Background: an optimization exercise with open tools, aiming at small area, a short achievable clock period and few clock cycles per item. Do not read the settings as production practice. RTL that was checked went through simulation tests only; none was proved equivalent to the original.

==> module geofence, before the edit <==
module geofence (clk, reset, X, Y, valid, is_inside);
input clk;
input reset;
input [9:0] X;
input [9:0] Y;
output valid;
output is_inside;
reg  [3:0] cnt;       
reg  [9:0] px, py;
reg  [9:0] dmx, dmy_n, rmx_n, rmy, lmx_n, lmy;
reg        dsx, dsy, rsx, rsy, lsx, lsy;    
reg        in_flag;
wire [10:0] ex = {1'b0, X} - {1'b0, px};
wire [10:0] ey = {1'b0, Y} - {1'b0, py};
wire        nx = ex[10], ny = ey[10];
wire        zx = (X == px), zy = (Y == py);
wire [9:0]  ox, oy;
assign ox[0] = 1'b0;
assign oy[0] = 1'b0;
genvar j;
generate
    for (j = 1; j < 10; j = j + 1) begin : g_abs
        assign ox[j] = ox[j-1] | ex[j-1];
        assign oy[j] = oy[j-1] | ey[j-1];
    end
endgenerate
always @(posedge clk) begin
    dmx <= ex[9:0] ^ ({10{nx}} & ox);
    dmy_n <= ~(ey[9:0] ^ ({10{ny}} & oy));
    dsx <= nx | (zx & ny);
    dsy <= ny | (zy & ~nx);
end
wire tie = ~dsy;
wire npa, nql;
wire pa = ~npa, ql = ~nql;
cross_pos u_a (.usx(rsx), .unx(rmx_n), .usy(rsy), .umy(rmy),
               .wsx(dsx), .wmx(dmx), .wsy(dsy), .nwy(dmy_n), .tie(tie), .npos(npa));
cross_pos u_b (.usx(lsx), .unx(lmx_n), .usy(lsy), .umy(lmy),
               .wsx(dsx), .wmx(dmx), .wsy(dsy), .nwy(dmy_n), .tie(tie), .npos(nql));
wire pb = ~ql;        
always @(posedge clk or posedge reset) begin
    if (reset)            cnt <= 4'd0;
    else if (cnt[3])      cnt <= 4'd0;
    else                  cnt <= cnt + 4'd1;
end
wire first = (cnt == 4'd2);
always @(posedge clk) begin
    if (cnt == 4'd0) begin
        px <= X;
        py <= Y;
    end
    if (first || (!pa && pb)) begin
        rmx_n <= ~dmx; rsx <= dsx; rmy <= ~dmy_n; rsy <= dsy;
    end
    if (first || (pa && !pb)) begin
        lmx_n <= ~dmx; lsx <= dsx; lmy <= ~dmy_n; lsy <= dsy;
    end
    if (first)                          in_flag <= 1'b0;
    else if (!pa && !pb)               in_flag <= 1'b1;
end
assign valid = cnt[3];
assign is_inside = in_flag;
endmodule
Settings: LEC_CHECK=0, ABC_CLOCK_PERIOD_IN_PS=4000, CAP_MARGIN=20, CORE_MARGIN=2, CORE_UTILIZATION=40, SLEW_MARGIN=20, SYNTH_HIERARCHICAL=1; clock period 12.0 ns.
standard.sh (not shown) runs the stock make flow with config.mk's settings and CLKGATE_MAP_FILE= SYNTH_SCRIPT=/design/flow/synth_recipe.tcl, a recipe that flattens the netlist after the stock synthesis.
==> flow/flow/run.sh <==
#!/bin/bash
set -euo pipefail
bash standard.sh SETUP_SLACK_MARGIN=6.25 finish > standard.log 2>&1
Next try:
--- a/flow/design.v
+++ b/flow/design.v
@@ -14,5 +14,4 @@
 wire [10:0] ey = {1'b0, Y} - {1'b0, py};
 wire        nx = ex[10], ny = ey[10];
-wire        zx = (X == px), zy = (Y == py);
 wire [9:0]  ox, oy;
 assign ox[0] = 1'b0;
@@ -25,4 +24,5 @@
     end
 endgenerate
+wire        zx = ~(ox[9] | ex[9]), zy = ~(oy[9] | ey[9]);    
 always @(posedge clk) begin
     dmx <= ex[9:0] ^ ({10{nx}} & ox);
Via count fell by about 1.7%. Area after synthesis fell by about 1.4%. Clock-buffer cell count stays the same. Clock skew stays flat.
Function was not checked in any run of this note: the RTL went through the layout flow alone.

* * *

Setup of R:
Another version of the RTL of geofence (not shown whole).
For scale: about 91 flip-flops, ~24 I/O pins, roughly 0.014 sq mm of cells after synthesis.
==> module geofence, before the edit <==
module geofence (clk, reset, X, Y, valid, is_inside);
input clk;
input reset;
input [9:0] X;
input [9:0] Y;
output valid;
output is_inside;
reg  [3:0] cnt;       
reg  [9:0] px, py;
reg  [9:0] dmx, dmy, rmx, rmy, lmx, lmy;    
reg        dsx, dsy, rsx, rsy, lsx, lsy;    
reg        in_flag;
wire [10:0] ex = {1'b0, X} - {1'b0, px};
wire [10:0] ey = {1'b0, Y} - {1'b0, py};
wire [9:0]  fx = px - X;
wire [9:0]  fy = py - Y;
wire        nx = ex[10], ny = ey[10];
wire        zx = (X == px), zy = (Y == py);
always @(posedge clk) begin
    dmx <= nx ? fx : ex[9:0];
    dmy <= ny ? fy : ey[9:0];
    dsx <= nx | (zx & ny);
    dsy <= ny | (zy & ~nx);
end
wire tie = ~dsy;
wire npa, nql;
wire pa = ~npa, ql = ~nql;
cross_pos u_a (.usx(rsx), .umx(rmx), .usy(rsy), .umy(rmy),
               .wsx(dsx), .wmx(dmx), .wsy(dsy), .wmy(dmy), .tie(tie), .npos(npa));
cross_pos u_b (.usx(lsx), .umx(lmx), .usy(lsy), .umy(lmy),
               .wsx(dsx), .wmx(dmx), .wsy(dsy), .wmy(dmy), .tie(tie), .npos(nql));
wire pb = ~ql;        
always @(posedge clk or posedge reset) begin
    if (reset)            cnt <= 4'd0;
    else if (cnt[3])      cnt <= 4'd0;
    else                  cnt <= cnt + 4'd1;
end
wire first = (cnt == 4'd2);
always @(posedge clk) begin
    if (cnt == 4'd0) begin
        px <= X;
        py <= Y;
    end
    if (first || (!pa && pb)) begin
        rmx <= dmx; rsx <= dsx; rmy <= dmy; rsy <= dsy;
    end
    if (first || (pa && !pb)) begin
        lmx <= dmx; lsx <= dsx; lmy <= dmy; lsy <= dsy;
    end
    if (first)                          in_flag <= 1'b0;
    else if (!pa && !pb)               in_flag <= 1'b1;
end
assign valid = cnt[3];
assign is_inside = in_flag;
endmodule
clock: 12.0 ns
lec_check: 0
abc_clock_period_in_ps: 4000
cap_margin: 20
core_margin: 2
core_utilization: 40
slew_margin: 20
synth_hierarchical: 1
==> flow/flow/run.sh <==
#!/bin/bash
set -euo pipefail
bash standard.sh SETUP_SLACK_MARGIN=6 finish > standard.log 2>&1
--- input diff R..Q ---
--- a/flow/design.v
+++ b/flow/design.v
@@ -9,19 +9,27 @@
 reg  [9:0] px, py;
 reg  [9:0] dmx, dmy, rmx, rmy, lmx, lmy;    
 reg        dsx, dsy, rsx, rsy, lsx, lsy;    
 reg        in_flag;
 wire [10:0] ex = {1'b0, X} - {1'b0, px};
 wire [10:0] ey = {1'b0, Y} - {1'b0, py};
-wire [9:0]  fx = px - X;
-wire [9:0]  fy = py - Y;
 wire        nx = ex[10], ny = ey[10];
 wire        zx = (X == px), zy = (Y == py);
+wire [9:0]  ox, oy;
+assign ox[0] = 1'b0;
+assign oy[0] = 1'b0;
+genvar j;
+generate
+    for (j = 1; j < 10; j = j + 1) begin : g_abs
+        assign ox[j] = ox[j-1] | ex[j-1];
+        assign oy[j] = oy[j-1] | ey[j-1];
+    end
+endgenerate
 always @(posedge clk) begin
-    dmx <= nx ? fx : ex[9:0];
-    dmy <= ny ? fy : ey[9:0];
+    dmx <= ex[9:0] ^ ({10{nx}} & ox);
+    dmy <= ey[9:0] ^ ({10{ny}} & oy);
     dsx <= nx | (zx & ny);
     dsy <= ny | (zy & ~nx);
 end
 wire tie = ~dsy;
 wire npa, nql;
 wire pa = ~npa, ql = ~nql;
Notes after the runs:
Q: number of logic stages on the critical path including buffering 1 below R
Clock skew: R vs Q, no meaningful difference
Summary — final critical path time including I/O delays and setup, Q relative to R: higher, by 0.044 ns.
Changes observed in Q relative to R: area of the multi-input gates down 2.4%, netlist area before placement fell about 2.5%.
Going from R to Q, wire length of the first global-routing pass decreased by 660 um relative to the old numbers.
[diff] wire length reported by the detailed router, Q relative to R: improvement
Testbench counts of Q, summed over its fixed seeds: cycles 10,800, objects 1,200.
Function not checked in R: the RTL went through the layout flow alone.

what the ideal ports hide:
How much do the figures lean on ideal ports? The routed layouts below were timed once more, with nothing changed but the port constraints.
Step 1 (the two cells are an assumption about what drives the block):
set clk [get_ports {clk}]
set_driving_cell -lib_cell sky130_fd_sc_hd__clkbuf_16 $clk
set_driving_cell -lib_cell sky130_fd_sc_hd__buf_2 [delete_from_list [all_inputs] $clk]
Step 2 moves the port delays by t, midway between the first and last clock arrival at a register: inputs arrive t later, outputs are due t later. That takes back most of the time a late clock gives input paths.
Three values: no drivers, after step 1, after step 2; two values: the first two.
run | t, ns | setup WS [ns] | worst slew at a driven data input, ns
the first run of note 1 | 0.377 | 6.340 / 6.340 / 6.340 | 0.03
the second run of note 1 | 0.385 | 6.407 / 6.407 / 6.407 | 0.03
R | 0.377 | 6.211 / 6.211 / 6.211 | 0.03
Q | 0.377 | 6.166 / 6.166 / 6.166 | 0.03
After both steps every run listed still meets setup and hold.
